From an optimization exercise on the open Yosys and OpenROAD flow, aimed at small area, a short achievable clock period and few clock cycles; shortcuts taken in it are not production practice.
Function was checked by simulation only, so behaviour that the tests miss may differ from the original.
Power figures rest on the tool's default switching activity, not on a simulated workload.

## cpu
module cpu (input clk, input rst,
            output [31:0] imem_addr, input [31:0] imem_rdata,
            output [31:0] dmem_addr, output [31:0] dmem_wdata,
            output dmem_we, output dmem_re, input [31:0] dmem_rdata);
==> module cpu, before the edit <==
module cpu (input clk, input rst,
            output [31:0] imem_addr, input [31:0] imem_rdata,
            output [31:0] dmem_addr, output [31:0] dmem_wdata,
            output dmem_we, output dmem_re, input [31:0] dmem_rdata);
    reg [31:2] pc;
    reg        x_wr, x_lw, x_sw, x_beq, x_sub;
    reg        x_fam, x_fal, x_fbm, x_fbl, x_fom;    
    reg [4:0]  x_rd;
    reg [31:0] x_a, x_b, x_o;
    reg [31:2] x_tgt;
    reg        m_wr, m_lw, m_sw;
    reg [4:0]  m_rd;
    reg [31:0] m_r, m_sd;
    assign dmem_addr  = m_r;
    assign dmem_wdata = m_sd;
    assign dmem_we    = m_sw;
    assign dmem_re    = m_lw;
    wire [31:0] m_res = m_lw ? dmem_rdata : m_r;
    wire [31:0] a   = x_fam ? m_r : x_fal ? dmem_rdata : x_a;
    wire [31:0] b   = x_fbm ? m_r : x_fbl ? dmem_rdata : x_b;
    wire [31:0] aa  = x_fam ? m_r : x_a;
    wire [31:0] op2 = x_fom ? m_r : x_o;
    wire [31:0] alu;
    sk_add #(32) alu_add (.a(aa), .b(op2 ^ {32{x_sub}}), .ci(x_sub), .s(alu));
    wire taken = x_beq & (a == b);
    wire [31:0] inst = imem_rdata;
    wire [5:0] op = inst[31:26];
    wire [4:0] rs = inst[25:21];
    wire [4:0] rt = inst[20:16];
    wire [4:0] rdf = inst[15:11];
    wire d_R    = (op == 6'h00);
    wire d_addi = (op == 6'h08) | (op == 6'h09);
    wire d_lw   = (op == 6'h23);
    wire d_sw   = (op == 6'h2B);
    wire d_beq  = (op == 6'h04);
    wire d_j    = (op == 6'h02);
    wire d_ubeq = d_beq & (rs == rt);
    wire [4:0] d_rd = d_R ? rdf : (d_addi | d_lw) ? rt : 5'd0;
    wire d_wr = (d_R | d_addi | d_lw) & (d_rd != 5'd0);
    wire [31:2] pc4, btgt;
    sk_add #(30) pc_inc (.a(pc), .b(30'd0), .ci(1'b1), .s(pc4));
    sk_add #(30) br_add (.a(pc), .b({{14{inst[15]}}, inst[15:0]}), .ci(1'b1), .s(btgt));
    wire [31:2] jtgt = {4'b0000, inst[25:0]};
    wire [31:0] rsv, rtv;
    regfile rf (.clk(clk), .rst(rst), .ra(rs), .rb(rt), .qa(rsv), .qb(rtv),
                .we(m_wr), .wa(m_rd), .wd(m_res));
    wire hs = x_wr & (x_rd == rs);
    wire ht = x_wr & (x_rd == rt);
    wire stall = x_lw & ((hs & (d_R | d_addi | d_lw | d_sw)) | (ht & d_R));
    wire go = ~taken & ~stall;
    always @(posedge clk or posedge rst) begin
        if (rst) begin
            pc <= 30'd0;
            x_wr <= 1'b0; x_lw <= 1'b0; x_sw <= 1'b0; x_beq <= 1'b0;
            m_wr <= 1'b0; m_lw <= 1'b0; m_sw <= 1'b0;
        end else begin
            if (taken)             pc <= x_tgt;
            else if (stall)        pc <= pc;
            else if (d_j)          pc <= jtgt;
            else if (d_ubeq)       pc <= btgt;
            else                   pc <= pc4;
            x_wr  <= go & d_wr;
            x_lw  <= go & d_lw;
            x_sw  <= go & d_sw;
            x_beq <= go & d_beq & ~d_ubeq;
            m_wr  <= x_wr;
            m_lw  <= x_lw;
            m_sw  <= x_sw;
        end
    end
    always @(posedge clk) begin
        x_rd  <= d_rd;
        x_sub <= d_R & inst[1];
        x_fam <= hs & ~x_lw;
        x_fal <= hs & x_lw;
        x_fbm <= ht & ~x_lw;
        x_fbl <= ht & x_lw;
        x_fom <= ht & ~x_lw & d_R;
        x_a   <= rsv;
        x_b   <= rtv;
        x_o   <= d_R ? rtv : {{16{inst[15]}}, inst[15:0]};
        x_tgt <= btgt;
        m_rd  <= x_rd;
        m_r   <= alu;
        m_sd  <= b;
    end
    assign imem_addr = {pc, 2'b00};
endmodule
==> module sk_add, before the edit <==
module sk_add #(parameter N = 32) (input [N-1:0] a, input [N-1:0] b, input ci,
                                   output [N-1:0] s);
    wire [N-1:0] g0 = a & b;
    wire [N-1:0] p0 = a ^ b;
    reg  [N-1:0] g, p, gn, pn;
    integer i, l;
    always @* begin
        g = g0;
        p = p0;
        for (l = 0; (1 << l) < N; l = l + 1) begin
            gn = g;
            pn = p;
            for (i = 0; i < N; i = i + 1)
                if ((i >> l) & 1) begin
                    gn[i] = g[i] | (p[i] & g[((i >> l) << l) - 1]);
                    pn[i] = p[i] & p[((i >> l) << l) - 1];
                end
            g = gn;
            p = pn;
        end
    end
    wire [N-1:0] c = {g[N-2:0] | (p[N-2:0] & {(N-1){ci}}), ci};
    assign s = p0 ^ c;
endmodule
==> flow/config.mk <==
export PLATFORM = sky130hd
export DESIGN_NAME = cpu
export DESIGN_NICKNAME = cpu
export VERILOG_FILES = /design/flow/design.v
export SDC_FILE = /design/flow/constraint.sdc
export NUM_CORES = 4
export LEC_CHECK = 0
export CAP_MARGIN = 20
export CELL_PAD_IN_SITES_DETAIL_PLACEMENT = 2
export CELL_PAD_IN_SITES_GLOBAL_PLACEMENT = 2
export CORE_MARGIN = 2
export CORE_UTILIZATION = 35
export CTS_BUF_LIST = sky130_fd_sc_hd__clkbuf_8
export CTS_CLUSTER_SIZE = 20
export PLACE_DENSITY = 0.6
export SETUP_SLACK_MARGIN = 4.8
export SLEW_MARGIN = 20
==> flow/constraint.sdc <==
create_clock -name core_clock -period 8.0 [get_ports {clk}]
set_input_delay 1.6000 -clock core_clock [delete_from_list [all_inputs] [get_ports {clk}]]
set_output_delay 1.6000 -clock core_clock [all_outputs]
set_load 0.01 [all_outputs]
run.sh (not shown) runs the stock make flow with config.mk's settings and CLKGATE_MAP_FILE= SYNTH_SCRIPT=/design/flow/synth_recipe.tcl, a recipe that flattens the netlist after the stock synthesis.
Testbench counts at the start, summed over its fixed seeds: cycles 47,174.
==> next run, changes <==
--- a/flow/design.v
+++ b/flow/design.v
@@ -20,8 +20,7 @@
     wire [31:0] b   = x_fbm ? m_r : x_fbl ? dmem_rdata : x_b;
     wire [31:0] aa  = x_fam ? m_r : x_a;
     wire [31:0] op2 = x_fom ? m_r : x_o;
-    wire [31:0] alu;
-    sk_add #(32) alu_add (.a(aa), .b(op2 ^ {32{x_sub}}), .ci(x_sub), .s(alu));
+    wire [31:0] alu = aa + (op2 ^ {32{x_sub}}) + {31'd0, x_sub};
     wire taken = x_beq & (a == b);
     wire [31:0] inst = imem_rdata;
     wire [5:0] op = inst[31:26];
@@ -37,9 +36,9 @@
     wire d_ubeq = d_beq & (rs == rt);
     wire [4:0] d_rd = d_R ? rdf : (d_addi | d_lw) ? rt : 5'd0;
     wire d_wr = (d_R | d_addi | d_lw) & (d_rd != 5'd0);
-    wire [31:2] pc4, btgt;
-    sk_add #(30) pc_inc (.a(pc), .b(30'd0), .ci(1'b1), .s(pc4));
-    sk_add #(30) br_add (.a(pc), .b({{14{inst[15]}}, inst[15:0]}), .ci(1'b1), .s(btgt));
+    wire [31:2] pc4  = pc + 30'd1;
+    wire [31:1] btgt_c = {pc, 1'b1} + {{14{inst[15]}}, inst[15:0], 1'b1};
+    wire [31:2] btgt = btgt_c[31:2];    
     wire [31:2] jtgt = {4'b0000, inst[25:0]};
     wire [31:0] rsv, rtv;
     regfile rf (.clk(clk), .rst(rst), .ra(rs), .rb(rt), .qa(rsv), .qb(rtv),
@@ -114,27 +113,3 @@
     assign qa = hita ? wd : oa;
     assign qb = hitb ? wd : ob;
 endmodule
-module sk_add #(parameter N = 32) (input [N-1:0] a, input [N-1:0] b, input ci,
-                                   output [N-1:0] s);
-    wire [N-1:0] g0 = a & b;
-    wire [N-1:0] p0 = a ^ b;
-    reg  [N-1:0] g, p, gn, pn;
-    integer i, l;
-    always @* begin
-        g = g0;
-        p = p0;
-        for (l = 0; (1 << l) < N; l = l + 1) begin
-            gn = g;
-            pn = p;
-            for (i = 0; i < N; i = i + 1)
-                if ((i >> l) & 1) begin
-                    gn[i] = g[i] | (p[i] & g[((i >> l) << l) - 1]);
-                    pn[i] = p[i] & p[((i >> l) << l) - 1];
-                end
-            g = gn;
-            p = pn;
-        end
-    end
-    wire [N-1:0] c = {g[N-2:0] | (p[N-2:0] & {(N-1){ci}}), ci};
-    assign s = p0 ^ c;
-endmodule
What happened: Worst setup slack degrades by 0.24 ns; via count is higher by 1.2%; synthesized area is higher by 0.98%; synthesized cell count is higher by 3.1%; count of clock-buffer cells in the layout is higher by 9; design area is higher by 0.39%; hold slack barely changes; total power is higher by 4.6%; final cell count is higher by 2.6%.
Testbench counts after the change, summed over its fixed seeds: cycles 47,174.

Another version of the RTL of cpu (not shown whole).
Size: about 4100 cells after synthesis, ~57000 µm² of cells after synthesis.
==> module cpu, before the edit <==
module cpu (input clk, input rst,
            output [31:0] imem_addr, input [31:0] imem_rdata,
            output [31:0] dmem_addr, output [31:0] dmem_wdata,
            output dmem_we, output dmem_re, input [31:0] dmem_rdata);
    reg [31:2] pc;
    reg        x_wr, x_lw, x_sw, x_beq, x_sub;
    reg        x_fam, x_fbm;    
    reg        x_oi, x_om, x_ob;    
    reg [4:0]  x_rd;
    reg [31:0] x_a, x_b;
    reg [15:0] x_i;
    reg [31:2] x_tgt;
    reg        m_wr, m_lw, m_sw;
    reg [4:0]  m_rd;
    reg [31:0] m_r, m_sd;
    assign dmem_addr  = m_r;
    assign dmem_wdata = m_sd;
    assign dmem_we    = m_sw;
    assign dmem_re    = m_lw;
    wire [31:0] m_res = m_lw ? dmem_rdata : m_r;
    wire [31:0] a   = x_fam ? m_r : x_a;
    wire [31:0] b   = x_fbm ? m_r : x_b;
    wire [31:0] op2 = ({32{x_oi}} & {{16{x_i[15]}}, x_i}) | ({32{x_om}} & m_r) |
                      ({32{x_ob}} & x_b);
    wire [31:0] alu;
    cs_add alu_add (.a(a), .b(op2 ^ {32{x_sub}}), .ci(x_sub), .s(alu));
    wire eq_ab = (x_a == x_b);
    wire eq_mb = (m_r == x_b);
    wire eq_am = (x_a == m_r);
    wire taken = x_beq & (x_fam ? (x_fbm | eq_mb) : (x_fbm ? eq_am : eq_ab));
    wire [31:0] inst = imem_rdata;
    wire [5:0] op = inst[31:26];
    wire [4:0] rs = inst[25:21];
    wire [4:0] rt = inst[20:16];
    wire [4:0] rdf = inst[15:11];
    wire d_R    = (op == 6'h00);
    wire d_addi = (op == 6'h08) | (op == 6'h09);
    wire d_lw   = (op == 6'h23);
    wire d_sw   = (op == 6'h2B);
    wire d_beq  = (op == 6'h04);
    wire d_j    = (op == 6'h02);
    wire d_ubeq = d_beq & (rs == rt);
    wire [4:0] d_rd = d_R ? rdf : (d_addi | d_lw) ? rt : 5'd0;
    wire d_wr = (d_R | d_addi | d_lw) & (d_rd != 5'd0);
    wire [31:2] pc4, btgt;
    assign pc4 = pc + 30'd1;
    sk_add #(30) br_add (.a(pc), .b({{14{inst[15]}}, inst[15:0]}), .ci(1'b1), .s(btgt));
    wire [31:2] jtgt = {4'b0000, inst[25:0]};
    reg [31:0] rf_r [1:31];
    reg [31:1] rf_e;
    integer i;
    always @(posedge clk)
        for (i = 1; i < 32; i = i + 1)
            if (m_wr && m_rd == i) rf_r[i] <= m_res;
    always @(posedge clk or posedge rst)
        if (rst) rf_e <= 31'd0;
        else
            for (i = 1; i < 32; i = i + 1)
                rf_e[i] <= (rf_e[i] | (m_wr && m_rd == i)) & !(x_wr && x_rd == i);
    wire [31:1] rf_en = rf_e;
    genvar k, n;
    wire [31:0] sa0, sa1, sb0, sb1;
    rdec dec_a0 (.r(rs), .en(rf_en), .we(m_wr), .wa(m_rd), .sel(sa0));
    rdec dec_a1 (.r(rs), .en(rf_en), .we(m_wr), .wa(m_rd), .sel(sa1));
    rdec dec_b0 (.r(rt), .en(rf_en), .we(m_wr), .wa(m_rd), .sel(sb0));
    rdec dec_b1 (.r(rt), .en(rf_en), .we(m_wr), .wa(m_rd), .sel(sb1));
    wire [31:0] rsv, rtv;
    generate for (n = 0; n < 32; n = n + 1) begin : col
        wire [31:0] d;
        assign d[0] = m_res[n];
        for (k = 1; k < 32; k = k + 1) begin : rb
            assign d[k] = rf_r[k][n];
        end
        wire [3:0] pa_n, pb_n;
        for (k = 0; k < 4; k = k + 1) begin : grp
            wire [31:0] sa = (n < 16) ? sa0 : sa1;
            wire [31:0] sb = (n < 16) ? sb0 : sb1;
            aoi8 ua (.s(sa[8*k+7:8*k]), .d(d[8*k+7:8*k]), .y_n(pa_n[k]));
            aoi8 ub (.s(sb[8*k+7:8*k]), .d(d[8*k+7:8*k]), .y_n(pb_n[k]));
        end
        assign rsv[n] = ~&pa_n;
        assign rtv[n] = ~&pb_n;
    end endgenerate
    wire hs = x_wr & (x_rd == rs);
    wire ht = x_wr & (x_rd == rt);
    wire use_rs = d_R | d_addi | d_lw | d_sw | (d_beq & ~d_ubeq);
    wire use_rt = d_R | d_sw | (d_beq & ~d_ubeq);
    wire stall = x_lw & ((hs & use_rs) | (ht & use_rt));
    wire go = ~taken & ~stall;
    wire [31:2] pc_oth = taken ? x_tgt : stall ? pc : d_j ? jtgt : pc4;
    wire sel_b = ~taken & ~stall & ~d_j & d_ubeq;
    wire [31:2] pc_next;
    mux2w #(30) pc_mux (.s(sel_b), .a(pc_oth), .b(btgt), .y(pc_next));
    always @(posedge clk or posedge rst) begin
        if (rst) begin
            pc <= 30'd0;
            x_wr <= 1'b0; x_lw <= 1'b0; x_sw <= 1'b0; x_beq <= 1'b0;
            m_wr <= 1'b0; m_lw <= 1'b0; m_sw <= 1'b0;
        end else begin
            pc <= pc_next;
            x_wr  <= go & d_wr;
            x_lw  <= go & d_lw;
            x_sw  <= go & d_sw;
            x_beq <= go & d_beq & ~d_ubeq;
            m_wr  <= x_wr;
            m_lw  <= x_lw;
            m_sw  <= x_sw;
        end
    end
    always @(posedge clk) begin
        x_rd  <= d_rd;
        x_sub <= d_R & inst[1];
        x_fam <= hs;
        x_fbm <= ht;
        x_oi  <= ~d_R;
        x_om  <= d_R & ht;
        x_ob  <= d_R & ~ht;
        x_a   <= rsv;
        x_b   <= rtv;
        x_i   <= inst[15:0];
        x_tgt <= btgt;
        m_rd  <= x_rd;
        m_r   <= alu;
        m_sd  <= b;
    end
    assign imem_addr = {pc, 2'b00};
endmodule
==> module rdec, before the edit <==
module rdec (input [4:0] r, input [31:1] en, input we, input [4:0] wa, output [31:0] sel);
    assign sel[0] = we && wa == r;
    genvar k;
    generate for (k = 1; k < 32; k = k + 1) begin : d
        assign sel[k] = en[k] && r == k;
    end endgenerate
endmodule
==> module cs_add, before the edit <==
module cs_add (input [31:0] a, input [31:0] b, input ci, output [31:0] s);
    wire [16:0] lo;
    wire [15:0] hi0, hi1, hi;
    sk_add #(17) add_lo (.a({1'b0, a[15:0]}), .b({1'b0, b[15:0]}), .ci(ci), .s(lo));
    sk_add #(16) add_h0 (.a(a[31:16]), .b(b[31:16]), .ci(1'b0), .s(hi0));
    sk_add #(16) add_h1 (.a(a[31:16]), .b(b[31:16]), .ci(1'b1), .s(hi1));
    mux2w #(16) hi_sel (.s(lo[16]), .a(hi0), .b(hi1), .y(hi));
    assign s = {hi, lo[15:0]};
endmodule
==> flow/config.mk <==
export PLATFORM = sky130hd
export DESIGN_NAME = cpu
export DESIGN_NICKNAME = cpu
export VERILOG_FILES = /design/flow/design.v
export SDC_FILE = /design/flow/constraint.sdc
export NUM_CORES = 4
export LEC_CHECK = 0
export CAP_MARGIN = 20
export CELL_PAD_IN_SITES_DETAIL_PLACEMENT = 1
export CELL_PAD_IN_SITES_GLOBAL_PLACEMENT = 1
export CORE_MARGIN = 2
export CORE_UTILIZATION = 50
export CTS_CLUSTER_DIAMETER = 80
export CTS_CLUSTER_SIZE = 18
export PLACE_DENSITY = 0.8
export SETUP_SLACK_MARGIN = 4.8
export SLEW_MARGIN = 20
export SYNTH_HIERARCHICAL = 1
export SYNTH_MINIMUM_KEEP_SIZE = 0
export TNS_END_PERCENT = 0
==> flow/constraint.sdc <==
create_clock -name core_clock -period 8.0 [get_ports {clk}]
set_input_delay 1.6000 -clock core_clock [delete_from_list [all_inputs] [get_ports {clk}]]
set_output_delay 1.6000 -clock core_clock [all_outputs]
set_load 0.01 [all_outputs]
Testbench counts at the start, summed over its fixed seeds: cycles 47,352.
==> next run, changes <==
--- a/flow/design.v
+++ b/flow/design.v
@@ -6,5 +6,5 @@
     reg        x_wr, x_lw, x_sw, x_beq, x_sub;
     reg        x_fam, x_fbm;    
-    reg        x_oi, x_om, x_ob;    
+    reg        x_imm;           
     reg [4:0]  x_rd;
     reg [31:0] x_a, x_b;
@@ -21,12 +21,8 @@
     wire [31:0] a   = x_fam ? m_r : x_a;
     wire [31:0] b   = x_fbm ? m_r : x_b;
-    wire [31:0] op2 = ({32{x_oi}} & {{16{x_i[15]}}, x_i}) | ({32{x_om}} & m_r) |
-                      ({32{x_ob}} & x_b);
+    wire [31:0] op2 = x_imm ? {{16{x_i[15]}}, x_i} : b;
     wire [31:0] alu;
-    cs_add alu_add (.a(a), .b(op2 ^ {32{x_sub}}), .ci(x_sub), .s(alu));
-    wire eq_ab = (x_a == x_b);
-    wire eq_mb = (m_r == x_b);
-    wire eq_am = (x_a == m_r);
-    wire taken = x_beq & (x_fam ? (x_fbm | eq_mb) : (x_fbm ? eq_am : eq_ab));
+    sk_add #(32) alu_add (.a(a), .b(op2 ^ {32{x_sub}}), .ci(x_sub), .s(alu));
+    wire taken = x_beq & (a == b);
     wire [31:0] inst = imem_rdata;
     wire [5:0] op = inst[31:26];
@@ -58,11 +54,12 @@
             for (i = 1; i < 32; i = i + 1)
                 rf_e[i] <= (rf_e[i] | (m_wr && m_rd == i)) & !(x_wr && x_rd == i);
-    wire [31:1] rf_en = rf_e;
+    wire [31:0] sa, sb;
+    assign sa[0] = m_wr && m_rd == rs;    
+    assign sb[0] = m_wr && m_rd == rt;
     genvar k, n;
-    wire [31:0] sa0, sa1, sb0, sb1;
-    rdec dec_a0 (.r(rs), .en(rf_en), .we(m_wr), .wa(m_rd), .sel(sa0));
-    rdec dec_a1 (.r(rs), .en(rf_en), .we(m_wr), .wa(m_rd), .sel(sa1));
-    rdec dec_b0 (.r(rt), .en(rf_en), .we(m_wr), .wa(m_rd), .sel(sb0));
-    rdec dec_b1 (.r(rt), .en(rf_en), .we(m_wr), .wa(m_rd), .sel(sb1));
+    generate for (k = 1; k < 32; k = k + 1) begin : sel
+        assign sa[k] = rf_e[k] && rs == k;
+        assign sb[k] = rf_e[k] && rt == k;
+    end endgenerate
     wire [31:0] rsv, rtv;
     generate for (n = 0; n < 32; n = n + 1) begin : col
@@ -74,6 +71,4 @@
         wire [3:0] pa_n, pb_n;
         for (k = 0; k < 4; k = k + 1) begin : grp
-            wire [31:0] sa = (n < 16) ? sa0 : sa1;
-            wire [31:0] sb = (n < 16) ? sb0 : sb1;
             aoi8 ua (.s(sa[8*k+7:8*k]), .d(d[8*k+7:8*k]), .y_n(pa_n[k]));
             aoi8 ub (.s(sb[8*k+7:8*k]), .d(d[8*k+7:8*k]), .y_n(pb_n[k]));
@@ -113,7 +108,5 @@
         x_fam <= hs;
         x_fbm <= ht;
-        x_oi  <= ~d_R;
-        x_om  <= d_R & ht;
-        x_ob  <= d_R & ~ht;
+        x_imm <= ~d_R;
         x_a   <= rsv;
         x_b   <= rtv;
@@ -156,18 +149,2 @@
     assign y = s ? b : a;
 endmodule
-module rdec (input [4:0] r, input [31:1] en, input we, input [4:0] wa, output [31:0] sel);
-    assign sel[0] = we && wa == r;
-    genvar k;
-    generate for (k = 1; k < 32; k = k + 1) begin : d
-        assign sel[k] = en[k] && r == k;
-    end endgenerate
-endmodule
-module cs_add (input [31:0] a, input [31:0] b, input ci, output [31:0] s);
-    wire [16:0] lo;
-    wire [15:0] hi0, hi1, hi;
-    sk_add #(17) add_lo (.a({1'b0, a[15:0]}), .b({1'b0, b[15:0]}), .ci(ci), .s(lo));
-    sk_add #(16) add_h0 (.a(a[31:16]), .b(b[31:16]), .ci(1'b0), .s(hi0));
-    sk_add #(16) add_h1 (.a(a[31:16]), .b(b[31:16]), .ci(1'b1), .s(hi1));
-    mux2w #(16) hi_sel (.s(lo[16]), .a(hi0), .b(hi1), .y(hi));
-    assign s = {hi, lo[15:0]};
-endmodule
=>
- The changed run completed without violations
- non-clock buffer count went up by 55
- cell area came out lower by 3.2%
- setup slack got worse by 0.022 ns
- wire length shrinks by 7.1%
- total power falls by 5.1%
- critical path depth stays the same
- count of clock-buffer cells in the layout is lower by 27
- utilization is higher by 0.25 points
- sequential power decreases by about 1%
- sequential share of layout area goes up by 1.7 points
- register-to-register slack got worse by 0.14 ns
- global-route usage shrinks by 1.1 points
- die area falls by 4.0%
- synthesized area drops by 4.0%
Testbench counts after the change, summed over its fixed seeds: cycles 47,352.

static timing again, ports no longer ideal:
No port has a modelled driver above. Below, the same layouts with a new extraction and two added sets of constraints.
Step 1 (the two cells are an assumption about what drives the block):
set clk [get_ports {clk}]
set_driving_cell -lib_cell sky130_fd_sc_hd__clkbuf_16 $clk
set_driving_cell -lib_cell sky130_fd_sc_hd__buf_2 [delete_from_list [all_inputs] $clk]
Step 2 adds t to the input delays and takes it off the output delays; t is the mean of the earliest and latest rising clock arrival at the registers after step 1. Input paths then give back, and output paths get back, about the clock's delay inside the block.
Three values: ideal ports, drivers, drivers and shift; two values: the first two.
run | t, ns | slack for setup (ns) | pins driven straight from the clock port
the first run of note 1 | 1.056 | 4.563 / 4.629 / 3.577 | 1
the second run of note 1 | 1.044 | 4.323 / 4.323 / 3.652 | 1
the first run of note 2 | 0.764 | 4.443 / 4.482 / 3.717 | 1
the second run of note 2 | 0.759 | 4.421 / 4.467 / 3.708 | 1
After both steps every run listed still meets setup and hold. For the first run of note 1, which loses most, drivers alone change the setup slack by +0.066 ns; drivers and shift together by -0.986 ns.
